This design comes from an exercise in tuning for small area on the open sky130 flow, not from production work.
In this exercise RTL edits were held to simulation tests only and were not proved equivalent to the original.
Power and IR drop assume default switching activity.

==> design/flow/design.v <==
`timescale 1ns / 1ps
module shifter(shifted_out, shift_amount_in, b_in, sll_in, nsll_in, ror_in, sra_in);
input [31:0] b_in;
input [4:0] shift_amount_in;    
input sll_in, nsll_in, ror_in, sra_in;   
output [31:0] shifted_out;
wire [62:0] ext_n;
genvar j;
generate
	for (j = 32; j < 63; j = j + 1) begin : hi
		c_a222oi u(.a1(b_in[j-32]), .a2(ror_in), .b1(b_in[j-31]), .b2(sll_in),
			.c1(b_in[31]), .c2(sra_in), .y(ext_n[j]));
	end
	for (j = 0; j < 31; j = j + 1) begin : lo
		c_nand2 u(.a(b_in[j]), .b(nsll_in), .y(ext_n[j]));
	end
endgenerate
c_mux2i u31(.a0(b_in[31]), .a1(b_in[0]), .s(sll_in), .y(ext_n[31]));
wire [46:0] s1;
wire [38:0] s2;
wire [34:0] s3;
wire [32:0] s4;
generate
	for (j = 0; j < 47; j = j + 1) begin : st1
		c_mux2i u(.a0(ext_n[j]), .a1(ext_n[j+16]), .s(shift_amount_in[4]), .y(s1[j]));
	end
	for (j = 0; j < 39; j = j + 1) begin : st2
		c_mux2i u(.a0(s1[j]), .a1(s1[j+8]), .s(shift_amount_in[3]), .y(s2[j]));
	end
	for (j = 0; j < 35; j = j + 1) begin : st3
		c_mux2i u(.a0(s2[j]), .a1(s2[j+4]), .s(shift_amount_in[2]), .y(s3[j]));
	end
	for (j = 0; j < 33; j = j + 1) begin : st4
		c_mux2i u(.a0(s3[j]), .a1(s3[j+2]), .s(shift_amount_in[1]), .y(s4[j]));
	end
	for (j = 0; j < 32; j = j + 1) begin : st5
		c_mux2i u(.a0(s4[j]), .a1(s4[j+1]), .s(shift_amount_in[0]), .y(shifted_out[j]));
	end
endgenerate
endmodule
`timescale 1ns / 1ps
module alu(
	a_in, b_in, imm_in, rdata_in,
	reg_b_sel_in, imm_lo_sel_in, lui_in, sxe_in, sub_in,
	slt_signed_in, s_g_in, s_p_in, s_n_in, s_sum_in, s_sh_in, s_ld_in, s_lt_in,
	shamt_in, sll_in, nsll_in, ror_in, sra_in,
	sum_out, result_out, eq_out);
input [31:0] a_in, b_in, rdata_in;
input [15:0] imm_in;
input reg_b_sel_in;   
input imm_lo_sel_in;  
input lui_in;         
input sxe_in;         
input sub_in, slt_signed_in;
input s_g_in, s_p_in, s_n_in, s_sum_in, s_sh_in, s_ld_in, s_lt_in;
input [4:0] shamt_in;
input sll_in, nsll_in, ror_in, sra_in;
output [31:0] sum_out, result_out;
output eq_out;
wire [31:0] nb, bp, p, g, nr, n1, n2, sh;
wire [32:0] c;
wire nlt;
assign c[0] = sub_in;
shifter shifter(.shifted_out(sh), .shift_amount_in(shamt_in), .b_in(b_in),
	.sll_in(sll_in), .nsll_in(nsll_in), .ror_in(ror_in), .sra_in(sra_in));
alu_carry carry(.g_in(g), .p_in(p), .c_in(sub_in), .c_out(c[32:1]));
genvar i;
generate
	for (i = 0; i < 32; i = i + 1) begin : bits
		if (i < 16) begin : lo
			c_a22oi ub(.a1(b_in[i]), .a2(reg_b_sel_in), .b1(imm_in[i]), .b2(imm_lo_sel_in), .y(nb[i]));
		end else begin : hi
			c_a222oi ub(.a1(b_in[i]), .a2(reg_b_sel_in), .b1(imm_in[i-16]), .b2(lui_in),
				.c1(imm_in[15]), .c2(sxe_in), .y(nb[i]));
		end
		c_xnor2 ux(.a(nb[i]), .b(sub_in), .y(bp[i]));
		c_ha uh(.a(a_in[i]), .b(bp[i]), .s(p[i]), .co(g[i]));
		c_xor2 us(.a(p[i]), .b(c[i]), .y(sum_out[i]));
		c_nor2 un(.a(p[i]), .b(g[i]), .y(nr[i]));
		c_a222oi ul(.a1(g[i]), .a2(s_g_in), .b1(p[i]), .b2(s_p_in), .c1(nr[i]), .c2(s_n_in), .y(n1[i]));
		c_a222oi ur(.a1(sum_out[i]), .a2(s_sum_in), .b1(sh[i]), .b2(s_sh_in), .c1(rdata_in[i]), .c2(s_ld_in), .y(n2[i]));
		if (i == 0) begin : b0
			c_nand3 uo(.a(n1[i]), .b(n2[i]), .c(nlt), .y(result_out[i]));
		end else begin : bn
			c_nand2 uo(.a(n1[i]), .b(n2[i]), .y(result_out[i]));
		end
	end
endgenerate
assign nlt = ~(s_lt_in & (~c[32] ^ (slt_signed_in & ~p[31])));
assign eq_out = &p;
endmodule
module alu_carry(g_in, p_in, c_in, c_out);
input [31:0] g_in, p_in;
input c_in;
output [31:0] c_out;   
reg [31:0] G, P;
integer l, i;
always @* begin
	G = g_in;
	P = p_in;
	G[0] = g_in[0] | (p_in[0] & c_in);
	for (l = 1; l <= 5; l = l + 1) begin
		for (i = (1 << l) - 1; i < 32; i = i + (1 << l)) begin
			G[i] = G[i] | (P[i] & G[i - (1 << (l-1))]);
			P[i] = P[i] & P[i - (1 << (l-1))];
		end
	end
	for (l = 4; l >= 1; l = l - 1) begin
		for (i = (1 << l) + (1 << (l-1)) - 1; i < 32; i = i + (1 << l)) begin
			G[i] = G[i] | (P[i] & G[i - (1 << (l-1))]);
		end
	end
end
assign c_out = G;
endmodule
`timescale 1ns / 1ps
module c_a222oi(a1, a2, b1, b2, c1, c2, y);
input a1, a2, b1, b2, c1, c2;
output y;
assign y = ~((a1 & a2) | (b1 & b2) | (c1 & c2));
endmodule
module c_a22oi(a1, a2, b1, b2, y);
input a1, a2, b1, b2;
output y;
assign y = ~((a1 & a2) | (b1 & b2));
endmodule
module c_a22o(a1, a2, b1, b2, y);
input a1, a2, b1, b2;
output y;
assign y = (a1 & a2) | (b1 & b2);
endmodule
module c_inv(a, y);
input a;
output y;
assign y = ~a;
endmodule
module c_and2(a, b, y);
input a, b;
output y;
assign y = a & b;
endmodule
module c_nand2(a, b, y);
input a, b;
output y;
assign y = ~(a & b);
endmodule
module c_nand3(a, b, c, y);
input a, b, c;
output y;
assign y = ~(a & b & c);
endmodule
module c_nor2(a, b, y);
input a, b;
output y;
assign y = ~(a | b);
endmodule
module c_xor2(a, b, y);
input a, b;
output y;
assign y = a ^ b;
endmodule
module c_xnor2(a, b, y);
input a, b;
output y;
assign y = ~(a ^ b);
endmodule
module c_mux2i(a0, a1, s, y);
input a0, a1, s;
output y;
assign y = ~(s ? a1 : a0);
endmodule
module c_ha(a, b, s, co);
input a, b;
output s, co;
assign s = a ^ b;
assign co = a & b;
endmodule
module c_fa(a, b, ci, s, co);
input a, b, ci;
output s, co;
assign s = a ^ b ^ ci;
assign co = (a & b) | (ci & (a ^ b));
endmodule
module register_file_hold(we_in, nwe_in, w_in, q_in, d_out);
input we_in, nwe_in;
input [31:0] w_in, q_in;
output [31:0] d_out;
genvar b;
generate
	for (b = 0; b < 32; b = b + 1) begin : bits
		c_a22o u(.a1(we_in), .a2(w_in[b]), .b1(nwe_in), .b2(q_in[b]), .y(d_out[b]));
	end
endgenerate
endmodule
module rf_read_bit(sel_in, d_in, q_out);
input [30:0] sel_in, d_in;
output q_out;
wire [10:0] n;
genvar k;
generate
	for (k = 0; k < 10; k = k + 1) begin : g
		c_a222oi u(.a1(sel_in[3*k]), .a2(d_in[3*k]), .b1(sel_in[3*k+1]),
			.b2(d_in[3*k+1]), .c1(sel_in[3*k+2]), .c2(d_in[3*k+2]), .y(n[k]));
	end
endgenerate
assign n[10] = ~(sel_in[30] & d_in[30]);
assign q_out = ~&n;
endmodule
module register_file_read(addr_in, d_in, q_out);
input [4:0] addr_in;
input [991:0] d_in;
output [31:0] q_out;
wire [30:0] sel;
genvar i, b;
generate
	for (i = 1; i < 32; i = i + 1) begin : dec
		assign sel[i-1] = (addr_in == i);
	end
	for (b = 0; b < 32; b = b + 1) begin : bits
		wire [30:0] db;
		for (i = 0; i < 31; i = i + 1) begin : c
			assign db[i] = d_in[32*i + b];
		end
		rf_read_bit u(.sel_in(sel), .d_in(db), .q_out(q_out[b]));
	end
endgenerate
endmodule
`timescale 1ns / 1ps
module mips(
	clk,
	n_rst,
	imem_addr,
	imem_data,
	dmem_addr,
	dmem_wdata,
	dmem_we,
	dmem_rdata
	);
input clk, n_rst;
output [31:0] imem_addr;
input [31:0] imem_data;
output [31:0] dmem_addr;
output [31:0] dmem_wdata;
output dmem_we;
input [31:0] dmem_rdata;
wire [5:0] op = imem_data[31:26];
wire [4:0] rs = imem_data[25:21];
wire [4:0] rt = imem_data[20:16];
wire [4:0] rd = imem_data[15:11];
wire [4:0] sa = imem_data[10:6];
wire [5:0] fn = imem_data[5:0];
wire [15:0] imm = imem_data[15:0];
wire rtype = ~|op;
wire itype = |op[5:3];                      
wire load = op[5] & ~op[3];
wire store = op[5] & op[3];
wire lui = ~op[5] & (&op[3:0]) & itype;     
wire imm_op = itype & ~op[5] & ~lui;
wire imm_logic = imm_op & op[2];
wire imm_arith = imm_op & ~op[2];           
wire brj = ~rtype & ~itype;                 
wire branch = brj & op[2];
wire r_shift = rtype & ~|fn[5:3];
wire r_other = rtype & |fn[5:3];
wire r_logic = r_other & fn[2];
wire r_arith = r_other & ~fn[2] & (fn[5] ^ fn[3]);
wire r_slt = r_other & ~fn[2] & ~(fn[5] ^ fn[3]);
wire jr = r_arith & fn[3];
wire jump = jr | (brj & ~op[2]);
wire logic_op = r_logic | imm_logic;
wire [1:0] lop = rtype ? fn[1:0] : op[1:0];
wire [31:0] reg_a, reg_b, reg_wdata;
wire reg_we = rtype | imm_op | lui | load;
wire [4:0] reg_w = rtype ? rd : rt;
wire [991:0] rf_bits;
wire [3:0] pre_lo = reg_we ? (4'b0001 << reg_w[1:0]) : 4'b0000;
wire [7:0] pre_hi = 8'b00000001 << reg_w[4:2];
genvar gi;
generate
	for (gi = 1; gi < 32; gi = gi + 1) begin : rf
		reg [31:0] r;
		wire [31:0] d;
		wire we, nwe;
		c_nor2 u_we(.a(~pre_lo[gi % 4]), .b(~pre_hi[gi / 4]), .y(we));
		c_nand2 u_nwe(.a(pre_lo[gi % 4]), .b(pre_hi[gi / 4]), .y(nwe));
		register_file_hold hold(.we_in(we), .nwe_in(nwe), .w_in(reg_wdata), .q_in(r), .d_out(d));
		always @(posedge clk)
			r <= d;
		assign rf_bits[32*gi-1 -: 32] = r;
	end
endgenerate
register_file_read read_a(.addr_in(rs), .d_in(rf_bits), .q_out(reg_a));
register_file_read read_b(.addr_in(rt), .d_in(rf_bits), .q_out(reg_b));
wire sll = r_shift & (fn[1:0] == 2'b00);
wire ror = r_shift & (fn[1:0] == 2'b10) & rs[0];
wire sra = r_shift & fn[0];
wire [4:0] shamt = (fn[2] ? reg_a[4:0] : sa) ^ {5{fn[1:0] == 2'b00}};
wire sub = (r_arith & fn[1]) | r_slt | (imm_arith & op[1]) | brj;
wire [31:0] sum;
wire eq;
alu alu_inst(
	.a_in(reg_a), .b_in(reg_b), .imm_in(imm), .rdata_in(dmem_rdata),
	.reg_b_sel_in(rtype | brj), .imm_lo_sel_in(itype & ~lui), .lui_in(lui),
	.sxe_in(imm_arith & imm[15]), .sub_in(sub), .slt_signed_in(~fn[0]),
	.s_g_in(logic_op & ~lop[1]), .s_p_in(logic_op & (lop[1] ^ lop[0])),
	.s_n_in(logic_op & (&lop)),
	.s_sum_in(r_arith | imm_arith | lui | store), .s_sh_in(r_shift),
	.s_ld_in(load), .s_lt_in(r_slt),
	.shamt_in(shamt), .sll_in(sll), .nsll_in(~sll), .ror_in(ror), .sra_in(sra),
	.sum_out(sum), .result_out(reg_wdata), .eq_out(eq));
assign dmem_addr = sum;
assign dmem_wdata = reg_b;
assign dmem_we = store;
reg [31:2] pc;
assign imem_addr = {pc, 2'b00};
wire taken = branch & (eq ^ op[0]);
wire [31:2] pc_next;
pc_logic pc_logic(.pc_in(pc), .instr_in(imem_data[25:0]), .taken_in(taken),
	.jump_in(jump), .pc_next_out(pc_next));
always @(posedge clk or negedge n_rst)
	if (!n_rst)
		pc <= 30'd0;
	else
		pc <= pc_next;
endmodule
module pc_logic(pc_in, instr_in, taken_in, jump_in, pc_next_out);
input [29:0] pc_in;
input [25:0] instr_in;
input taken_in, jump_in;
output [29:0] pc_next_out;
wire [15:0] imm = instr_in[15:0];
wire s = imm[15];
wire jsel = jump_in & ~taken_in;
wire seq = ~taken_in & ~jump_in;
wire [15:0] bt_lo;
wire [16:0] bc;
assign bt_lo[0] = ~(pc_in[0] ^ imm[0]);
assign bc[1] = pc_in[0] | imm[0];
wire [15:0] inc_lo;
wire [16:1] ti;
assign inc_lo[0] = ~pc_in[0];
assign ti[1] = pc_in[0];
genvar j;
generate
	for (j = 1; j < 16; j = j + 1) begin : lo_add
		c_fa u(.a(pc_in[j]), .b(imm[j]), .ci(bc[j]), .s(bt_lo[j]), .co(bc[j+1]));
		c_ha h(.a(pc_in[j]), .b(ti[j]), .s(inc_lo[j]), .co(ti[j+1]));
	end
	for (j = 0; j < 16; j = j + 1) begin : lo
		wire n;
		c_a222oi u(.a1(bt_lo[j]), .a2(taken_in), .b1(instr_in[j]), .b2(jsel),
			.c1(inc_lo[j]), .c2(seq), .y(n));
		c_inv i(.a(n), .y(pc_next_out[j]));
	end
endgenerate
wire c16 = bc[16] & ~&imm;
wire up = (taken_in & c16 & ~s) | (seq & ti[16]);
wire down = taken_in & ~c16 & s;
wire [29:16] t_inc, t_dec;
assign t_inc[16] = 1'b1;
assign t_dec[16] = 1'b1;
generate
	for (j = 17; j < 30; j = j + 1) begin : chain
		assign t_inc[j] = t_inc[j-1] & pc_in[j-1];
		assign t_dec[j] = t_dec[j-1] & ~pc_in[j-1];
	end
	for (j = 16; j < 30; j = j + 1) begin : hi
		wire nt, x;
		c_a22oi u(.a1(t_inc[j]), .a2(up), .b1(t_dec[j]), .b2(down), .y(nt));
		c_xnor2 v(.a(pc_in[j]), .b(nt), .y(x));
		if (j < 26) begin : jt
			assign pc_next_out[j] = jsel ? instr_in[j] : x;
		end else begin : keep
			assign pc_next_out[j] = x;
		end
	end
endgenerate
endmodule
==> design/flow/flow/run.sh <==
#!/bin/bash
# Own flow: the standard layout (standard.sh, unchanged synthesis) with
# two knobs the flow settings do not reach: the smallest buffer on each port,
# and clock tree synthesis without dummy loads and with set sink clusters.
# Each tool's full output stays in orfs/logs; the make output goes to
# standard.log.
set -euo pipefail
export BUFFER_PORTS_ARGS="-buffer_cell sky130_fd_sc_hd__buf_1"
export CTS_ARGS="-sink_clustering_enable -repair_clock_nets -dont_use_dummy_load -sink_clustering_size 16 -sink_clustering_max_diameter 50 -buf_list sky130_fd_sc_hd__clkbuf_8"
bash standard.sh > standard.log 2>&1
==> design/flow/standard.sh <==
#!/bin/bash
# synth_recipe.tcl (not shown) runs the flow's synth.tcl, then flattens the netlist and writes it again
# the make line also repeats each setting of config.mk as NAME=value (left out here)
make -C /OpenROAD-flow-scripts/flow DESIGN_CONFIG=/design/flow/config.mk WORK_HOME=/design/flow/orfs CLKGATE_MAP_FILE= SYNTH_SCRIPT=/design/flow/synth_recipe.tcl "${@:-finish}"
==> design/flow/config.mk <==
export PLATFORM = sky130hd
export DESIGN_NAME = mips
export DESIGN_NICKNAME = mips
export VERILOG_FILES = /design/flow/design.v
export SDC_FILE = /design/flow/constraint.sdc
export NUM_CORES = 4
export LEC_CHECK = 0
export CAP_MARGIN = 20
export CELL_PAD_IN_SITES_DETAIL_PLACEMENT = 1
export CELL_PAD_IN_SITES_GLOBAL_PLACEMENT = 1
export CORE_MARGIN = 2
export CORE_UTILIZATION = 45
export SETUP_SLACK_MARGIN = 0.25
export SLEW_MARGIN = 20
export SYNTH_HIERARCHICAL = 1
==> design/flow/constraint.sdc <==
create_clock -name core_clock -period 10.5 [get_ports {clk}]
set_input_delay 2.1000 -clock core_clock [delete_from_list [all_inputs] [get_ports {clk}]]
set_output_delay 2.1000 -clock core_clock [all_outputs]
set_load 0.01 [all_outputs]
==> qor.yml, run 1 <==
finish:
  area_growth_pct: 14.8
  instances_no_fill: 5802
  nets: 4572
  final_cell_mix: "a22o_1 (992), dfxtp_1 (992), a222oi_1 (767)"
  final_cell_area_um2: 52400
  fill_cells: 10700
  drive_above_1_share_pct: 13.0
grt:
  grt_antenna_before_repair: 7
  grt_pass1_vias: 45700
  grtUsageTotal_pct: 45.3
  grt_pass1_wl_um: 343000
  gr-total-overflow: 0
  grt_max_degree: 40
sta:
  finalSetupTns_ns: 0
  min_period_over_period_pct: 98.0
  fmax_mhz: 97.2
  hold_viol_final: 0
  tightestPinTransition_ns: 1.30
  holdWs_ns: 0.487
  fin_crit_ns: 10.29
  relSlewSlack_pct: 13.2
  setup_viol: 0
  maxSlewViolCount: 0
  rsz0062_at_grt: "no"
  fin_skew_ns: 0.141
die:
  initial_core_util_pct: 45.5
  die_y_um: 322
  dieArea_um2: 104000
  core_area_um2: 100000
  num_rows: 116
  die_w_um: 322
  num_io_pins: 163
cts:
  htreeDepth: 3
  clockRootBuffer: "clkbuf_8"
  cts_tree: "built"
  cts_buffer_depth: 3
  clock_latency_ns: 0.86
  cts_num_sinks: 1022
  clk_pin_slew_worst_paths_ns: 0.05
  cts_buffers: 112
routing:
  avgViaCountPerCell: 8.21
  drc: 0
  wl_per_cell_um: 42.5
  drtIter0Drc: 10700
  ant_nets: 0
  wirelength_um: 247000
  dr.pass1.iters: 17
  num_vias: 47600
critical_path:
  endpoint: "dmem_addr[31]"
  worstSetupEndpointType: "output port"
  ff2ff_path_depth: 24
  r2r-end: "pc[20]$_DFF_PN0_"
  ff2ff_setup_slack_ns: 2.38
  critPathLaunch: "imem_data[18]"
  crit_arrival_ns: 8.19
  critPathKind: "in -> out"
  crit_required_ns: 8.40
  worstSetupStartpointType: "primary input"
  worstPathMaxFanout: 23
  worstReg2RegStart: "pc[2]$_DFF_PN0_"
pwr:
  pwr-share-comb_pct: 31.1
  peakVddDrop_uv: 131
  p_int_uw: 7510
  switchingPower_uw: 4820
  switching_share_pct: 39.1
  power_frac_seq_pct: 49.9
  leakage_uw: 0.0210
  power_density_nw_per_um2: 236
  pwr-share-clk_pct: 19.0
hold_path:
  holdCritPathClass: "reg -> reg"
job:
  drv_cap: 0
logic_synthesis:
  synthTopCellsByArea: "dfxtp_1 (44%), a22o_1 (19%), a222oi_1 (17%)"
  ys_seq_elements: 1022
  synth-async-reset-ratio_pct: 2.94
  yosysWarningCount: 8
  yosysTopAreaCellShare_pct: 43.6
  synth_ff_type: "dfxtp_1"
  synth_edf_count: 0
  seq_area_frac_synth_pct: 45.2
  syn_area_per_cell_um2: 11.6
  synth_top_cell_by_area: "dfxtp_1"
  yosysUniqueCellTypes: 72
  synth_area_um2: 45600
  synthCells: 3938
place:
  placed_area_um2: 50600
  dp_hpwl_um: 157000
  dpl.cell_count: 5672
  place_congestion: 0.984
  numPortBuffers: 160
run_status:
  status: "no timing/DRC/antenna violations"
## critical path, cell delays in order
cell	delay [ns]
buf_1	0.48
or3_1	0.39
nor2_4	0.26
buf_4	0.29
a222oi_1	0.44
nand4_1	0.56
a2111o_1	0.63
a222oi_1	0.46
xnor2_1	0.11
ha_1	0.42
nand2_1	0.10
nor2_1	0.30
nand4_2	0.23
a21oi_2	0.33
a221o_1	0.34
a31oi_4	0.12
o21bai_1	0.19
xor2_1	0.21
buf_1	0.18
## layout make-up
cell class                      count  area, um^2  area share [%]
Inverter                           37         144           0.275
Tap cell                         1357        1700            3.24
Clock buffer                      112        1540            2.94
Timing Repair Buffer              407        2740            5.24
Multi-Input combinational cell   2862       25600            48.9
Antenna cell                        5        12.5          0.0239
Sequential cell                  1022       20600            39.4
## power groups by stage
stage	sequential, uW	clock, uW	combinational (uW)
after floorplan	5850	0	2320
after global placement	6120	0	3560
after detailed placement	6130	0	3670
after CTS	6080	2340	3670
after global routing	6270	2500	3990
final	6150	2340	3840
## cells by family (layout without fill, tap and decap cells)
group / count (synthesis) / count (layout) / synth area share (%)
compound gates: 1931 / 1931 / 39.6
flops: 1022 / 1022 / 45.2
simple gates: 555 / 559 / 6.10
mux: 218 / 218 / 4.86
xor+xnor: 86 / 86 / 1.65
fa+ha+maj: 64 / 64 / 2.00
buf+inv: 60 / 556 / 0.579
other cells: 2 / 9 / 0.0165
## per-layer routing
metal / part of all wire [%] / global-route usage [%] / up-vias / routed length, um
li1: - / - / 18900 / -
met1: 38 / 58.2 / 24100 / 93200
met2: 41 / 65.7 / 3834 / 102000
met3: 14 / 14.9 / 774 / 34400
met4: 6.9 / 27.1 / 2 / 17000
met5: 0.0061 / 0 / - / 15
## synthesized netlist by cell type, types with 30 or more instances
master    count
a22o_1      992
dfxtp_1     992
a222oi_1    767
mux2i_1     200
nand2_1     175
nand4_1     144
nor2_1      142
a2111o_1     64
xnor2_1      53
ha_1         49
inv_1        33
xor2_1       33
a22oi_2      30
dfrtp_1      30
## metrics by stage
stage / setup slack, ns / utilization (%) / power, uW
after floorplan: 0.873 / - / 8170
after global placement: 0.512 / 50.5 / 9680
after detailed placement: 0.462 / 50.5 / 9800
after CTS: 0.443 / 52.0 / 12100
after global routing: 0.251 / 52.2 / 12800
final: 0.214 / 52.2 / 12300
## modules after synthesis, one instance, submodules excluded, a selection
module	cell area (um^2)	flip-flops and latches	copies in the design	cells
c_fa	20.0	0	15	1
c_a22oi	12.5	0	30	1
c_inv	3.75	0	16	1
c_ha	12.5	0	47	1
pc_logic	458	0	1	67
c_nor2	3.75	0	63	1
register_file_read	218	0	2	46
c_xnor2	8.76	0	46	1
rf_read_bit	27.5	0	64	4
c_a222oi	10.0	0	767	1
c_a22o	8.76	0	992	1
c_mux2i	10.0	0	187	1
c_nand2	3.75	0	93	1
## worst min-delay path by stage
stage | from | to | slack, ns | cells after the start
floorplan | rf[10].r[0]$_DFF_P_ | rf[10].r[0]$_DFF_P_ | 0.46 | 1
global placement | pc[31]$_DFF_PN0_ | pc[31]$_DFF_PN0_ | 0.46 | 1
detailed placement | pc[31]$_DFF_PN0_ | pc[31]$_DFF_PN0_ | 0.46 | 1
CTS | pc[31]$_DFF_PN0_ | pc[31]$_DFF_PN0_ | 0.48 | 1
global route | rf[4].r[2]$_DFF_P_ | rf[4].r[2]$_DFF_P_ | 0.51 | 1
finish | pc[31]$_DFF_PN0_ | pc[31]$_DFF_PN0_ | 0.49 | 1
## flip-flops by register name (all words and copies together), names as in the netlist
register  cells
rf.r        992
pc           30
## repair_timing
| action | CTS | global route |
|---|---|---|
| hold buffers | 0 | 0 |
| endpoints found under the setup margin | 0 | 3 |
| resized for setup | 0 | 7 |
| buffers inserted | 0 | 6 |
| hold endpoints to repair | 0 | 0 |
==> run 2: changes to the inputs <==
==> design/flow/run.sh (new file) <==
#!/bin/bash
# synth_recipe.tcl (not shown) runs the flow's synth.tcl, then flattens the netlist and writes it again
# the make line also repeats each setting of config.mk as NAME=value (left out here)
make -C /OpenROAD-flow-scripts/flow DESIGN_CONFIG=/design/flow/config.mk WORK_HOME=/design/flow/orfs CLKGATE_MAP_FILE= SYNTH_SCRIPT=/design/flow/synth_recipe.tcl finish
--- a/design/flow/config.mk
+++ b/design/flow/config.mk
@@ -10,6 +10,9 @@
 export CELL_PAD_IN_SITES_GLOBAL_PLACEMENT = 1
 export CORE_MARGIN = 2
 export CORE_UTILIZATION = 45
+export CTS_BUF_LIST = sky130_fd_sc_hd__clkbuf_8
+export CTS_CLUSTER_DIAMETER = 50
+export CTS_CLUSTER_SIZE = 16
 export SETUP_SLACK_MARGIN = 0.25
 export SLEW_MARGIN = 20
 export SYNTH_HIERARCHICAL = 1
removed: design/flow/flow/run.sh
removed: design/flow/standard.sh
==> qor.yml, run 2 <==
routing:
  wirelength_um: 245000  # was 247000 um
  dr.pass1.iters: 11  # was 17
  wl_per_cell_um: 41.2  # was 42.5 um
  avgViaCountPerCell: 8.08  # was 8.21
  drtIter0Drc: 10900  # was 10700
  drc: 0  # unchanged
  ant_nets: 0  # unchanged
  num_vias: 48100  # was 47600
finish:
  regMostFlops: "rf.r"  # unchanged
  drive_above_1_share_pct: 15.6  # was 13.0%
  utilization_pct: 54.9  # was 52.2%
  largest_reg_flops: 992  # unchanged
  nets: 4626  # was 4572
  fill_cells: 10500  # was 10700
  final_cell_mix: "a22o_1 (992), dfxtp_1 (992), a222oi_1 (767)"  # unchanged
  reg_top3: "rf.r x992, pc x30"  # unchanged
  area_growth_pct: 20.7  # was 14.8%
place:
  numPortBuffers: 160  # unchanged
  place_congestion: 0.990  # was 0.984
  dp_hpwl_um: 154000  # was 157000 um
sta:
  fin_crit_ns: 10.31  # was 10.29 ns
  finalSetupTns_ns: 0  # unchanged
  maxSlewViolCount: 0  # unchanged
  setup_viol: 0  # unchanged
  fmax_mhz: 97.0  # was 97.2 MHz
  tightestPinTransition_ns: 1.39  # was 1.30 ns
  hold_viol_final: 0  # unchanged
  fin_skew_ns: 0.0828  # was 0.141 ns
  min_period_over_period_pct: 98.2  # was 98.0%
  relSlewSlack_pct: 7.41  # was 13.2%
  holdWs_ns: 0.487  # about the same
  rsz0062_at_grt: "yes"  # was no
logic_synthesis:
  synthCells: 3938  # unchanged
  synth_area_um2: 45600  # unchanged
  yosysTopAreaCellShare_pct: 43.6  # unchanged
  synthTopCellsByArea: "dfxtp_1 (44%), a22o_1 (19%), a222oi_1 (17%)"  # unchanged
  synthTopCellsByCount: "a22o_1 (992), dfxtp_1 (992), a222oi_1 (767), mux2i_1 (200), nand2_1 (175)"  # unchanged
  yosysUniqueCellTypes: 72  # unchanged
  ys_seq_elements: 1022  # unchanged
  synth_edf_count: 0  # unchanged
  seq_area_frac_synth_pct: 45.2  # unchanged
  synth_ff_type: "dfxtp_1"  # unchanged
  synth_top_cell_by_area: "dfxtp_1"  # unchanged
  synth-async-reset-ratio_pct: 2.94  # unchanged
  yosysWarningCount: 8  # unchanged
  syn_area_per_cell_um2: 11.6  # unchanged
grt:
  gr-total-overflow: 0  # unchanged
  grt_antenna_before_repair: 10  # was 7
  grt_max_degree: 48  # was 40
  grtUsageTotal_pct: 45.0  # was 45.3%
  grt_pass1_vias: 45900  # was 45700
  grt_pass1_wl_um: 342000  # was 343000 um
hold_path:
  hold_start: "pc[31]$_DFF_PN0_"  # unchanged
  holdCritPathClass: "reg -> reg"  # unchanged
pwr:
  p_int_uw: 8410  # was 7510 uW
  power_density_nw_per_um2: 247  # was 236 nW/um^2
  pwr-share-clk_pct: 24.2  # was 19.0%
  pwr-share-comb_pct: 30.6  # was 31.1%
  finalPower_uw: 13600  # was 12300 uW
  peakVddDrop_uv: 132  # was 131 uV
  switching_share_pct: 38.0  # was 39.1%
  leakage_uw: 0.0223  # was 0.0210 uW
  switchingPower_uw: 5160  # was 4820 uW
  power_frac_seq_pct: 45.3  # was 49.9%
cts:
  cts_num_sinks: 1022  # unchanged
  cts_buffer_depth: 3  # unchanged
  cts_tree: "built"  # unchanged
  htreeDepth: 3  # unchanged
  clock_latency_ns: 0.85  # was 0.86 ns
  cts_buffers: 111  # was 112
  clk_pin_slew_worst_paths_ns: 0.08  # was 0.05 ns
  cts_hold_buf: 0  # unchanged
  clockRootBuffer: "clkbuf_8"  # unchanged
critical_path:
  worstPathMaxFanout: 20  # was 23
  crit_required_ns: 8.40  # about the same
  worstSetupEndpointType: "output port"  # unchanged
  worstSetupStartpointType: "primary input"  # unchanged
  crit_arrival_ns: 8.21  # was 8.19 ns
  critPathLaunch: "imem_data[17]"  # was imem_data[18]
  critPathKind: "in -> out"  # unchanged
  ff2ff_setup_slack_ns: 2.35  # was 2.38 ns
  worstReg2RegStart: "pc[2]$_DFF_PN0_"  # unchanged
die:
  initial_core_util_pct: 45.5  # unchanged
  num_io_pins: 163  # unchanged
  die_w_um: 322  # unchanged
  die_y_um: 322  # unchanged
  dieArea_um2: 104000  # unchanged
  core_area_um2: 100000  # unchanged
  num_rows: 116  # unchanged
run_status:
  status: "no timing/DRC/antenna violations"  # unchanged
job:
  drv_cap: 0  # unchanged
[run 2: logic make-up after synthesis]
logic type,after synthesis,share of synthesized area [%]
AOI/OAI and AO/OA,1931,39.6
xor gates and xnor gates,86,1.65
adders and majority gates,64,2.00
buffers and inverters,60,0.579
DFF,1022,45.2
muxes,218,4.86
other,2,0.0165
and+or+nand+nor,555,6.10
[run 2: per-module statistics from Yosys (local to each module, per instance), a selection]
module | times used | flops+latches
c_nor2 | 63 | 0
alu | 1 | 0
c_nand3 | 1 | 0
c_inv | 16 | 0
c_ha | 47 | 0
c_mux2i | 187 | 0
c_nand2 | 93 | 0
alu_carry | 1 | 0
c_a22o | 992 | 0
c_xor2 | 32 | 0
pc_logic | 1 | 0
mips | 1 | 1022
c_xnor2 | 46 | 0
c_a22oi | 30 | 0
c_fa | 15 | 0
register_file_read | 2 | 0
[run 2: what timing repair did]
item | CTS | global route
gates resized for setup | 2 | 6
pin swaps | 8 | 10
endpoints found under the setup margin | 2 | 11
buffers inserted | 12 | 11
gates cloned | 1 | 3
[run 2: worst max-delay path, cell delays in order]
cell and delay [ns]:
clkdlybuf4s50_1 0.50, buf_4 0.23, nand3b_1 0.26, buf_4 0.24, nor2_4 0.74, buf_4 0.40, a222oi_1 0.12, nand4_1 0.21
a2111o_1 0.23, a22oi_2 0.11, xnor2_1 0.15, ha_1 0.33, and4_1 0.21, and2_1 0.15, a211o_2 0.40, nand4_2 0.15
a21oi_2 0.09, a221o_1 0.42, a31oi_4 0.24, o21bai_1 0.10, xor2_1 0.20, clkdlybuf4s50_1 0.57
[run 2: metal layers]
metal | vias to the layer above | GRT usage [%] | wire length [um]
met5 | - | 0.278 | 186
met4 | 16 | 27.2 | 16800
met3 | 787 | 14.5 | 33800
met2 | 3888 | 64.8 | 101000
met1 | 24300 | 58.4 | 93200
li1 | 19100 | - | -
[run 2: layout make-up]
| cell class | instances | area (um^2) | area share (%) |
|---|---|---|---|
| clock inverters | 91 | 1170 | 2.12 |
| diodes | 6 | 15.0 | 0.0273 |
| clock buffers | 118 | 1620 | 2.95 |
| multi-input cells | 2862 | 25600 | 46.6 |
| flip-flops and latches | 1022 | 20600 | 37.5 |
| repair buffers | 462 | 4150 | 7.54 |
| well taps | 1357 | 1700 | 3.09 |
| inverters | 37 | 144 | 0.261 |
[run 2: power by group through the flow]
stage                     Combinational, uW  Sequential (uW)  Clock, uW
after floorplan                        2320             5850          0
after global placement                 3870             6120          0
after detailed placement               3970             6120          0
after CTS                              3990             6070       3280
after global routing                   4300             6260       3440
final                                  4150             6140       3280
[run 2: worst paths after layout]
check                      cells after the start                to
setup / recovery                              22     dmem_addr[31]
hold / removal                                 1  pc[31]$_DFF_PN0_
setup reg to reg                              23  pc[19]$_DFF_PN0_
hold reg to reg                                1  pc[31]$_DFF_PN0_
max in group asynchronous                      2   pc[8]$_DFF_PN0_
min in group asynchronous                      2  pc[25]$_DFF_PN0_
[run 2: per-stage QoR]
stage	cells	cell area (um^2)	setup WS [ns]
detailed placement	5710	51900	0.164
global placement	5703	51700	0.176
floorplan	3940	45600	0.873
global route	5950	55000	0.0885
finish	5955	55000	0.193
CTS	5932	54800	0.257
==> run 3: changes to the inputs <==
--- a/design/flow/design.v
+++ b/design/flow/design.v
@@ -210,11 +210,15 @@
 input [4:0] addr_in;
 input [991:0] d_in;
 output [31:0] q_out;
+wire [3:0] pre_lo = 4'b0001 << addr_in[1:0];
+wire [7:0] pre_hi = 8'b00000001 << addr_in[4:2];
 wire [30:0] sel;
 genvar i, b;
 generate
 	for (i = 1; i < 32; i = i + 1) begin : dec
-		assign sel[i-1] = (addr_in == i);
+		wire nsel;
+		c_nand2 n(.a(pre_lo[i % 4]), .b(pre_hi[i / 4]), .y(nsel));
+		c_inv d(.a(nsel), .y(sel[i-1]));
 	end
 	for (b = 0; b < 32; b = b + 1) begin : bits
 		wire [30:0] db;
@@ -280,9 +284,10 @@
 	for (gi = 1; gi < 32; gi = gi + 1) begin : rf
 		reg [31:0] r;
 		wire [31:0] d;
-		wire we, nwe;
-		c_nor2 u_we(.a(~pre_lo[gi % 4]), .b(~pre_hi[gi / 4]), .y(we));
-		c_nand2 u_nwe(.a(pre_lo[gi % 4]), .b(pre_hi[gi / 4]), .y(nwe));
+		wire t, we, nwe;
+		c_nand2 u_t(.a(pre_lo[gi % 4]), .b(pre_hi[gi / 4]), .y(t));
+		c_inv u_we(.a(t), .y(we));
+		c_inv u_nwe(.a(we), .y(nwe));
 		register_file_hold hold(.we_in(we), .nwe_in(nwe), .w_in(reg_wdata), .q_in(r), .d_out(d));
 		always @(posedge clk)
 			r <= d;
@@ -294,19 +299,45 @@
 wire sll = r_shift & (fn[1:0] == 2'b00);
 wire ror = r_shift & (fn[1:0] == 2'b10) & rs[0];
 wire sra = r_shift & fn[0];
-wire [4:0] shamt = (fn[2] ? reg_a[4:0] : sa) ^ {5{fn[1:0] == 2'b00}};
+wire [4:0] shamt_n = ~((fn[2] ? reg_a[4:0] : sa) ^ {5{fn[1:0] == 2'b00}});
 wire sub = (r_arith & fn[1]) | r_slt | (imm_arith & op[1]) | brj;
+wire [13:0] ctl_n = ~{
+	rtype | brj,                           
+	itype & ~lui,                          
+	lui,                                   
+	imm_arith & imm[15],                   
+	sub,                                   
+	logic_op & ~lop[1],                    
+	logic_op & (lop[1] ^ lop[0]),          
+	logic_op & (&lop),                     
+	r_arith | imm_arith | lui | store,     
+	r_shift,                               
+	load,                                  
+	sll,                                   
+	ror,                                   
+	sra};                                  
+wire [13:0] ctl;
+wire [4:0] shamt;
+wire nsll;
+genvar ci;
+generate
+	for (ci = 0; ci < 14; ci = ci + 1) begin : ctl_drv
+		c_inv u(.a(ctl_n[ci]), .y(ctl[ci]));
+	end
+	for (ci = 0; ci < 5; ci = ci + 1) begin : shamt_drv
+		c_inv u(.a(shamt_n[ci]), .y(shamt[ci]));
+	end
+endgenerate
+c_inv u_nsll(.a(ctl[2]), .y(nsll));
 wire [31:0] sum;
 wire eq;
 alu alu_inst(
 	.a_in(reg_a), .b_in(reg_b), .imm_in(imm), .rdata_in(dmem_rdata),
-	.reg_b_sel_in(rtype | brj), .imm_lo_sel_in(itype & ~lui), .lui_in(lui),
-	.sxe_in(imm_arith & imm[15]), .sub_in(sub), .slt_signed_in(~fn[0]),
-	.s_g_in(logic_op & ~lop[1]), .s_p_in(logic_op & (lop[1] ^ lop[0])),
-	.s_n_in(logic_op & (&lop)),
-	.s_sum_in(r_arith | imm_arith | lui | store), .s_sh_in(r_shift),
-	.s_ld_in(load), .s_lt_in(r_slt),
-	.shamt_in(shamt), .sll_in(sll), .nsll_in(~sll), .ror_in(ror), .sra_in(sra),
+	.reg_b_sel_in(ctl[13]), .imm_lo_sel_in(ctl[12]), .lui_in(ctl[11]),
+	.sxe_in(ctl[10]), .sub_in(ctl[9]), .slt_signed_in(~fn[0]),
+	.s_g_in(ctl[8]), .s_p_in(ctl[7]), .s_n_in(ctl[6]),
+	.s_sum_in(ctl[5]), .s_sh_in(ctl[4]), .s_ld_in(ctl[3]), .s_lt_in(r_slt),
+	.shamt_in(shamt), .sll_in(ctl[2]), .nsll_in(nsll), .ror_in(ctl[1]), .sra_in(ctl[0]),
 	.sum_out(sum), .result_out(reg_wdata), .eq_out(eq));
 assign dmem_addr = sum;
 assign dmem_wdata = reg_b;
==> design/flow/flow/run.sh (new file) <==
#!/bin/bash
# Own flow: the standard layout (standard.sh, unchanged synthesis) with
# two knobs the flow settings do not reach: the smallest buffer on each port,
# and clock tree synthesis without dummy loads and with set sink clusters.
# Each tool's full output stays in orfs/logs; the make output goes to
# standard.log.
set -euo pipefail
export BUFFER_PORTS_ARGS="-buffer_cell sky130_fd_sc_hd__buf_1"
export CTS_ARGS="-sink_clustering_enable -repair_clock_nets -dont_use_dummy_load -sink_clustering_size 24 -sink_clustering_max_diameter 80 -buf_list sky130_fd_sc_hd__clkbuf_16"
bash standard.sh > standard.log 2>&1
==> design/flow/standard.sh (new file) <==
#!/bin/bash
# synth_recipe.tcl (not shown) runs the flow's synth.tcl, then flattens the netlist and writes it again
# the make line also repeats each setting of config.mk as NAME=value (left out here)
make -C /OpenROAD-flow-scripts/flow DESIGN_CONFIG=/design/flow/config.mk WORK_HOME=/design/flow/orfs CLKGATE_MAP_FILE= SYNTH_SCRIPT=/design/flow/synth_recipe.tcl "${@:-finish}"
--- a/design/flow/config.mk
+++ b/design/flow/config.mk
@@ -10,9 +10,6 @@
 export CELL_PAD_IN_SITES_GLOBAL_PLACEMENT = 1
 export CORE_MARGIN = 2
 export CORE_UTILIZATION = 45
-export CTS_BUF_LIST = sky130_fd_sc_hd__clkbuf_8
-export CTS_CLUSTER_DIAMETER = 50
-export CTS_CLUSTER_SIZE = 16
 export SETUP_SLACK_MARGIN = 0.25
 export SLEW_MARGIN = 20
 export SYNTH_HIERARCHICAL = 1
removed: design/flow/run.sh
==> qor.yml, run 3 <==
run_status:
  status: "no timing/DRC/antenna violations"  # unchanged
sta:
  fmax_mhz: 99.1  # was 97.0 MHz
  min_period_over_period_pct: 96.1  # was 98.2%
  maxSlewViolCount: 0  # unchanged
  fin_crit_ns: 10.09  # was 10.31 ns
  worst_slack_ns: 0.407  # was 0.193 ns
  relSlewSlack_pct: 18.4  # was 7.41%
  setup_viol: 0  # unchanged
  tightestPinTransition_ns: 1.22  # was 1.39 ns
  fin_skew_ns: 0.111  # was 0.0828 ns
  holdWs_ns: 0.473  # was 0.487 ns
  hold_viol_final: 0  # unchanged
  rsz0062_at_grt: "no"  # was yes
  finalSetupTns_ns: 0  # unchanged
cts:
  cts_buffers: 52  # was 111
  cts_tree: "built"  # unchanged
  clock_latency_ns: 0.73  # was 0.85 ns
  cts_buffer_depth: 3  # unchanged
  htreeDepth: 2  # was 3
  clockRootBuffer: "clkbuf_16"  # was clkbuf_8
  clk_pin_slew_worst_paths_ns: 0.08  # about the same
  cts_num_sinks: 1022  # unchanged
logic_synthesis:
  yosysTopAreaCellShare_pct: 43.3  # was 43.6%
  yosysUniqueCellTypes: 73  # was 72
  syn_area_per_cell_um2: 11.4  # was 11.6 um^2
  ys_seq_elements: 1022  # unchanged
  synthTopCellsByArea: "dfxtp_1 (43%), a22o_1 (19%), a222oi_1 (17%)"  # was dfxtp_1 (44%), a22o_1 (19%), a222oi_1 (17%)
  synth_area_um2: 45800  # was 45600 um^2
  synth_top_cell_by_area: "dfxtp_1"  # unchanged
  yosysWarningCount: 8  # unchanged
  synthTopCellsByCount: "a22o_1 (992), dfxtp_1 (992), a222oi_1 (767), nand2_1 (241), mux2i_1 (193)"  # was a22o_1 (992), dfxtp_1 (992), a222oi_1 (767), mux2i_1 (200), nand2_1 (175)
  synth_ff_type: "dfxtp_1"  # unchanged
  synthCells: 4032  # was 3938
  seq_area_frac_synth_pct: 45.0  # was 45.2%
  synth-async-reset-ratio_pct: 2.94  # unchanged
  synth_edf_count: 0  # unchanged
grt:
  grt_antenna_before_repair: 5  # was 10
  grt_max_degree: 36  # was 48
  gr-total-overflow: 0  # unchanged
  grt_pass1_vias: 44700  # was 45900
  grt_pass1_wl_um: 338000  # was 342000 um
  grtUsageTotal_pct: 44.4  # was 45.0%
die:
  initial_core_util_pct: 45.2  # was 45.5%
  core_area_um2: 101000  # was 100000 um^2
  die_w_um: 323  # was 322 um
  dieArea_um2: 104000  # about the same
  num_rows: 117  # was 116
  num_io_pins: 163  # unchanged
  die_y_um: 323  # was 322 um
finish:
  final_cell_area_um2: 52000  # was 55000 um^2
  nets: 4688  # was 4626
  largest_reg_flops: 992  # unchanged
  fill_cells: 10900  # was 10500
  utilization_pct: 51.2  # was 54.9%
  regMostFlops: "rf.r"  # unchanged
  drive_above_1_share_pct: 10.1  # was 15.6%
  reg_top3: "rf.r x992, pc x30"  # unchanged
  area_growth_pct: 13.4  # was 20.7%
  final_cell_mix: "a22o_1 (992), dfxtp_1 (992), a222oi_1 (767)"  # unchanged
pwr:
  switchingPower_uw: 5080  # was 5160 uW
  p_int_uw: 7710  # was 8410 uW
  power_frac_seq_pct: 50.0  # was 45.3%
  pwr-share-comb_pct: 32.7  # was 30.6%
  peakVddDrop_uv: 152  # was 132 uV
  pwr-share-clk_pct: 17.3  # was 24.2%
  power_density_nw_per_um2: 246  # was 247 nW/um^2
  switching_share_pct: 39.7  # was 38.0%
  leakage_uw: 0.0221  # was 0.0223 uW
critical_path:
  critical_path.most_common_cell: "and2_1"  # was buf_4
  crit_required_ns: 8.40  # about the same
  crit_chain: "clkbuf_2, and2_1, nand2_1, inv_1, buf_4, a222oi_1, nand4_1, a2111o_1, a22oi_2, xnor2_1, ha_1, and2_1, a211o_2, nand4_2, a21oi_2, a221o_1, a31oi_4, o21bai_1, xor2_1, buf_1"  # was clkdlybuf4s50_1, buf_4, nand3b_1, buf_4, nor2_4, buf_4, a222oi_1, nand4_1, a2111o_1, a22oi_2, xnor2_1, ha_1, and4_1, and2_1, a211o_2, nand4_2, a21oi_2, a221o_1, a31oi_4, o21bai_1, xor2_1, clkdlybuf4s50_1
  critPathKind: "in -> out"  # unchanged
  slowest_delay_ns: 0.65  # was 0.74 ns
  worstPathMaxFanout: 14  # was 20
  worstSetupEndpointType: "output port"  # unchanged
  crit_arrival_ns: 7.99  # was 8.21 ns
  crit_buf_inv: 4  # was 5
  worst_path_dominant_cell_family: "compound AO/OA/AOI/OAI gates"  # was buffers and inverters
  worstSetupStartpointType: "primary input"  # unchanged
  crit_slowest_cell: "a2111o_1"  # was nor2_4
hold_path:
  holdCritPathClass: "reg -> reg"  # unchanged
routing:
  top_layer: "met5"  # unchanged
  wl_met3_um: 32400  # was 33800 um
  num_vias: 47300  # was 48100
  route.met2.wl_um: 102000  # was 101000 um
  dr.pass1.iters: 14  # was 11
  wl_met1_um: 92800  # was 93200 um
  wirelength_um: 242000  # was 245000 um
  ant_nets: 0  # unchanged
  drtIter0Drc: 11100  # was 10900
  wl_per_cell_um: 40.8  # was 41.2 um
  drc: 0  # unchanged
  avgViaCountPerCell: 7.98  # was 8.08
job:
  drv_cap: 0  # unchanged
place:
  pre_cts_ws_ns: 0.434  # was 0.164 ns
  dp_hpwl_um: 160000  # was 154000 um
  place_congestion: 0.996  # was 0.990
  numPortBuffers: 160  # unchanged
  placed_area_um2: 50600  # was 51900 um^2
[run 3: changes by cell type in the layout (fill, tap and decap cells not counted), sizes merged, moves of 8 or more]
cell	previous run	this run
buf	302	476
clkdlybuf4s50	157	0
inv	67	176
nor2	146	51
nand2	176	242
clkbuf	118	58
clkinvlp	21	3
bufinv	17	0
clkinv	23	6
nand3b	13	1
mux2	18	10
[run 3: final cells by class]
cell class | count | area, um^2 | share of cell area [%]
flip-flops and latches | 1022 | 20600 | 39.7
clock buffers | 52 | 1300 | 2.50
well taps | 1368 | 1710 | 3.29
inverters | 185 | 706 | 1.36
repair buffers | 482 | 3180 | 6.12
multi-input cells | 2815 | 24400 | 47.1
diodes | 3 | 7.51 | 0.0144
[run 3: final timing paths]
path / from / end / slack (ns) / cells past startpoint
setup / recovery: imem_data[16] / dmem_addr[31] / 0.41 / 20
hold reg to reg: pc[31]$_DFF_PN0_ / pc[31]$_DFF_PN0_ / 0.47 / 1
hold / removal: pc[31]$_DFF_PN0_ / pc[31]$_DFF_PN0_ / 0.47 / 1
max in group asynchronous: n_rst / pc[5]$_DFF_PN0_ / 8.43 / 1
setup reg to reg: pc[2]$_DFF_PN0_ / pc[25]$_DFF_PN0_ / 2.43 / 23
min in group asynchronous: n_rst / pc[22]$_DFF_PN0_ / 1.49 / 1
[run 3: cell families after synthesis]
| group | Yosys count | share of synthesized area, % |
|---|---|---|
| AOI/OAI and AO/OA | 1936 | 39.5 |
| DFF | 1022 | 45.0 |
| and+or+nand+nor | 522 | 5.76 |
| muxes | 203 | 4.46 |
| buffers and inverters | 197 | 1.68 |
| xor gates and xnor gates | 86 | 1.64 |
| adders and majority gates | 64 | 1.99 |
| other | 2 | 0.0164 |
[run 3: stage by stage]
| step | total power, uW | instances |
|---|---|---|
| floorplan | 8520 | 4034 |
| CTS | 12500 | 5920 |
| global route | 13200 | 5925 |
| detailed placement | 10400 | 5868 |
| finish | 12800 | 5927 |
| global placement | 10300 | 5867 |
[run 3: modules after synthesis (local to each module, per instance), a selection]
module	copies in the design	cells	flops+latches	area, um^2
mips	1	1126	1022	21300
alu	1	14	0	87.6
c_ha	47	1	0	12.5
c_a22oi	30	1	0	12.5
register_file_read	2	12	0	87.6
rf_read_bit	64	4	0	27.5
c_xnor2	46	1	0	8.76
c_nand2	155	1	0	3.75
c_a222oi	767	1	0	10.0
c_nand3	1	1	0	5.00
c_mux2i	187	1	0	10.0
[run 3: layer usage]
layer / up-vias / track usage [%]
met4: 10 / 23.2
li1: 19100 / -
met5: - / 0.231
met1: 23900 / 58.0
met3: 656 / 13.6
met2: 3642 / 65.6
[run 3: timing repair]
item,in CTS,in global routing
hold endpoints to repair,0,0
endpoints found under the setup margin,0,8
resized for setup,0,8
hold buffers,0,0
setup buffers,0,3
[run 3: power by group through the flow]
stage	logic, uW	clock network (uW)	registers (uW)
floorplan	2490	0	6030
global placement	3920	0	6370
detailed placement	4020	0	6360
CTS	4020	2220	6310
global route	4350	2350	6510
finish	4190	2210	6390
==> run 4: changes to the inputs <==
--- a/design/flow/config.mk
+++ b/design/flow/config.mk
@@ -9,7 +9,7 @@
 export CELL_PAD_IN_SITES_DETAIL_PLACEMENT = 1
 export CELL_PAD_IN_SITES_GLOBAL_PLACEMENT = 1
 export CORE_MARGIN = 2
-export CORE_UTILIZATION = 45
+export CORE_UTILIZATION = 53
 export SETUP_SLACK_MARGIN = 0.25
 export SLEW_MARGIN = 20
 export SYNTH_HIERARCHICAL = 1
==> qor.yml, run 4 <==
critical_path:
  ff2ff_setup_slack_ns: 2.26  # was 2.43 ns
  worstSetupStartpointType: "primary input"  # unchanged
  crit_required_ns: 8.40  # about the same
  ff2ff_path_depth: 23  # unchanged
  worstSetupEndpointType: "output port"  # unchanged
  r2r-end: "pc[22]$_DFF_PN0_"  # was pc[25]$_DFF_PN0_
  endpoint: "dmem_addr[31]"  # unchanged
  worstReg2RegStart: "pc[2]$_DFF_PN0_"  # unchanged
  crit_arrival_ns: 8.09  # was 7.99 ns
  critPathKind: "in -> out"  # unchanged
  critPathLaunch: "imem_data[16]"  # unchanged
  worstPathMaxFanout: 24  # was 14
place:
  dp_hpwl_um: 152000  # was 160000 um
  dpl.cell_count: 5566  # was 5868
  numPortBuffers: 160  # unchanged
  pre_cts_ws_ns: 0.353  # was 0.434 ns
  place_congestion: 1.01  # was 0.996
sta:
  tightestPinTransition_ns: 1.19  # was 1.22 ns
  setup_viol: 0  # unchanged
  worst_slack_ns: 0.311  # was 0.407 ns
  hold_viol_final: 0  # unchanged
  finalSetupTns_ns: 0  # unchanged
  fin_crit_ns: 10.19  # was 10.09 ns
  min_period_over_period_pct: 97.0  # was 96.1%
  fmax_mhz: 98.1  # was 99.1 MHz
  rsz0062_at_grt: "no"  # unchanged
  fin_skew_ns: 0.122  # was 0.111 ns
  relSlewSlack_pct: 20.5  # was 18.4%
  maxSlewViolCount: 0  # unchanged
cts:
  cts_num_sinks: 1022  # unchanged
  cts_buffer_depth: 3  # unchanged
  clock_latency_ns: 0.70  # was 0.73 ns
  htreeDepth: 2  # unchanged
  clockRootBuffer: "clkbuf_16"  # unchanged
  cts_tree: "built"  # unchanged
  cts_hold_buf: 0  # unchanged
  clk_pin_slew_worst_paths_ns: 0.08  # about the same
  cts_buffers: 51  # was 52
logic_synthesis:
  yosysWarningCount: 8  # unchanged
  synth-async-reset-ratio_pct: 2.94  # unchanged
  synthTopCellsByCount: "a22o_1 (992), dfxtp_1 (992), a222oi_1 (767), nand2_1 (241), mux2i_1 (193)"  # unchanged
  synth_area_um2: 45800  # unchanged
  synth_edf_count: 0  # unchanged
  yosysTopAreaCellShare_pct: 43.3  # unchanged
  synth_ff_type: "dfxtp_1"  # unchanged
  seq_area_frac_synth_pct: 45.0  # unchanged
  ys_seq_elements: 1022  # unchanged
  synthTopCellsByArea: "dfxtp_1 (43%), a22o_1 (19%), a222oi_1 (17%)"  # unchanged
  synth_top_cell_by_area: "dfxtp_1"  # unchanged
  synthCells: 4032  # unchanged
  syn_area_per_cell_um2: 11.4  # unchanged
  yosysUniqueCellTypes: 73  # unchanged
finish:
  instances_no_fill: 5627  # was 5927
  reg_top3: "rf.r x992, pc x30"  # unchanged
  regMostFlops: "rf.r"  # unchanged
  nets: 4611  # was 4688
  drive_above_1_share_pct: 8.57  # was 10.1%
  area_growth_pct: 11.4  # was 13.4%
  seqCellArea_um2: 20600  # unchanged
  largest_reg_flops: 992  # unchanged
  multiInputGateArea_um2: 24500  # was 24400 um^2
  final_cell_mix: "a22o_1 (992), dfxtp_1 (992), a222oi_1 (767)"  # unchanged
  fill_cells: 9072  # was 10900
  utilization_pct: 59.8  # was 51.2%
pwr:
  switching_share_pct: 39.8  # was 39.7%
  pwr-share-clk_pct: 17.0  # was 17.3%
  finalPower_uw: 12700  # was 12800 uW
  pwr-share-comb_pct: 32.6  # was 32.7%
  p_int_uw: 7660  # was 7710 uW
  peakVddDrop_uv: 208  # was 152 uV
  switchingPower_uw: 5050  # was 5080 uW
  power_frac_seq_pct: 50.3  # was 50.0%
  leakage_uw: 0.0217  # was 0.0221 uW
  power_density_nw_per_um2: 249  # was 246 nW/um^2
routing:
  drc: 0  # unchanged
  dr.pass1.iters: 13  # was 14
  avgViaCountPerCell: 8.56  # was 7.98
  drtIter0Drc: 11900  # was 11100
  wirelength_um: 231000  # was 242000 um
  wl_per_cell_um: 41.0  # was 40.8 um
  ant_nets: 0  # unchanged
  num_vias: 48200  # was 47300
grt:
  grt_pass1_wl_um: 327000  # was 338000 um
  grt_antenna_before_repair: 17  # was 5
  grt_max_degree: 36  # unchanged
  grtUsageTotal_pct: 49.1  # was 44.4%
  grt_pass1_vias: 46400  # was 44700
  gr-total-overflow: 0  # unchanged
die:
  die_y_um: 298  # was 323 um
  die_w_um: 298  # was 323 um
  dieArea_um2: 88800  # was 104000 um^2
  num_io_pins: 163  # unchanged
  initial_core_util_pct: 53.6  # was 45.2%
  num_rows: 107  # was 117
  core_area_um2: 85400  # was 101000 um^2
job:
  drv_cap: 0  # unchanged
run_status:
  status: "no timing/DRC/antenna violations"  # unchanged
hold_path:
  holdCritPathClass: "reg -> reg"  # unchanged
[run 4: cell counts after synthesis]
Identical to the previous run, type by type.
[run 4: how the worst min path moves through the flow]
stage / cells past startpoint / slack [ns] / from / end
5_1_grt: 1 / 0.48 / pc[31]$_DFF_PN0_ / pc[31]$_DFF_PN0_
2_1_floorplan: 1 / 0.46 / rf[10].r[0]$_DFF_P_ / rf[10].r[0]$_DFF_P_
3_3_place_gp: 1 / 0.46 / pc[31]$_DFF_PN0_ / pc[31]$_DFF_PN0_
3_5_place_dp: 1 / 0.46 / pc[31]$_DFF_PN0_ / pc[31]$_DFF_PN0_
4_1_cts: 1 / 0.48 / pc[31]$_DFF_PN0_ / pc[31]$_DFF_PN0_
6_report: 1 / 0.48 / pc[31]$_DFF_PN0_ / pc[31]$_DFF_PN0_
[run 4: modules after synthesis, one instance, submodules excluded, a selection]
module              flip-flops and latches  copies in the design  cell area, um^2
c_xnor2                                  0                    46             8.76
register_file_read                       0                     2             87.6
pc_logic                                 0                     1              458
rf_read_bit                              0                    64             27.5
c_inv                                    0                   160             3.75
c_mux2i                                  0                   187             10.0
c_a22oi                                  0                    30             12.5
c_nor2                                   0                    32             3.75
c_ha                                     0                    47             12.5
c_nand3                                  0                     1             5.00
mips                                  1022                     1            21300
alu                                      0                     1             87.6
c_xor2                                   0                    32             8.76
[run 4: repair_timing]
item	in CTS	in global routing
buffers inserted	0	4
resized for setup	0	8
setup endpoints to repair	0	20
[run 4: layer usage]
layer  vias up  routed length [um]  track usage [%]
li1      18900                   -                -
met1     23900               82500             62.3
met2      4386               93900             69.7
met3       896               36300             17.6
met4        24               18000             33.5
met5         -                 166                0
[run 4: critical path, stage by stage]
cell        delay [ns]
clkbuf_2          0.29
nor2b_1           0.24
nand2_1           0.22
clkinvlp_4        0.62
a222oi_1          0.58
nand2_1           0.26
a2111o_1          0.69
a22oi_2           0.29
xnor2_1           0.14
ha_1              0.41
a21oi_1           0.21
o21a_1            0.15
o21ai_0           0.16
a211oi_1          0.35
a21oi_2           0.15
a221o_1           0.42
a31oi_4           0.24
o21bai_1          0.09
xor2_1            0.21
buf_1             0.23
[run 4: cells by family (layout without fill, tap and decap cells)]
kind of cell / Yosys count / in the layout / synth area share, %
other: 2 / 8 / 0.0164
multiplexers: 203 / 203 / 4.46
XOR/XNOR: 86 / 86 / 1.64
adder cells (fa/ha/maj): 64 / 64 / 1.99
buffers and inverters: 197 / 642 / 1.68
AO/OA/AOI/OAI: 1936 / 1936 / 39.5
AND/OR/NAND/NOR: 522 / 522 / 5.76
flip-flops: 1022 / 1022 / 45.0
[run 4: through the flow]
step	hold WS, ns	area, um^2
floorplan	0.460	45800
CTS	0.479	50900
detailed placement	0.462	49600
global route	0.485	51000
finish	0.479	51000
global placement	0.460	49600
[run 4: power groups by stage]
stage          combinational, uW  clock (uW)  sequential [uW]
2_1_floorplan               2490           0             6030
3_3_place_gp                3770           0             6320
3_5_place_dp                3920           0             6350
4_1_cts                     3940        2140             6310
5_1_grt                     4270        2270             6510
6_report                    4150        2160             6400
[run 4: cell type report]
cell class,instances,area share (%)
sequential,1022,40.4
clock buffer,51,2.50
inverter,185,1.38
tap,1144,2.80
multi-input combinational,2815,47.9
antenna,4,0.0196
timing repair buffer,406,5.01

[afterwards: timing with drivers on the ports]
Ports are ideal in the flow. The routed layouts listed here were re-timed in OpenROAD. Step 1 (the two cells are an assumption about what drives the block):
set clk [get_ports {clk}]
set_driving_cell -lib_cell sky130_fd_sc_hd__clkbuf_16 $clk
set_driving_cell -lib_cell sky130_fd_sc_hd__buf_2 [delete_from_list [all_inputs] $clk]
Step 2 also shifts input and output timing later by t, the mid clock arrival at the registers, as if the neighbouring blocks saw the same clock. a / b / c = ideal ports / drivers / drivers and shift; a / b = the first two.
| run | t (ns) | setup WS [ns] | worst setup path at the end |
|---|---|---|---|
| run 1 | 0.871 | 0.214 / 0.158 / 0.158 | input to output |
| run 2 | 0.883 | 0.193 / 0.143 / 0.143 | input to output |
| run 3 | 0.754 | 0.407 / 0.378 / 0.378 | input to output |
| run 4 | 0.721 | 0.311 / 0.270 / 0.270 | input to output |
After both steps every run listed still meets setup and hold. For run 1, which loses most, drivers alone change the setup slack by -0.056 ns; drivers and shift together by -0.056 ns.
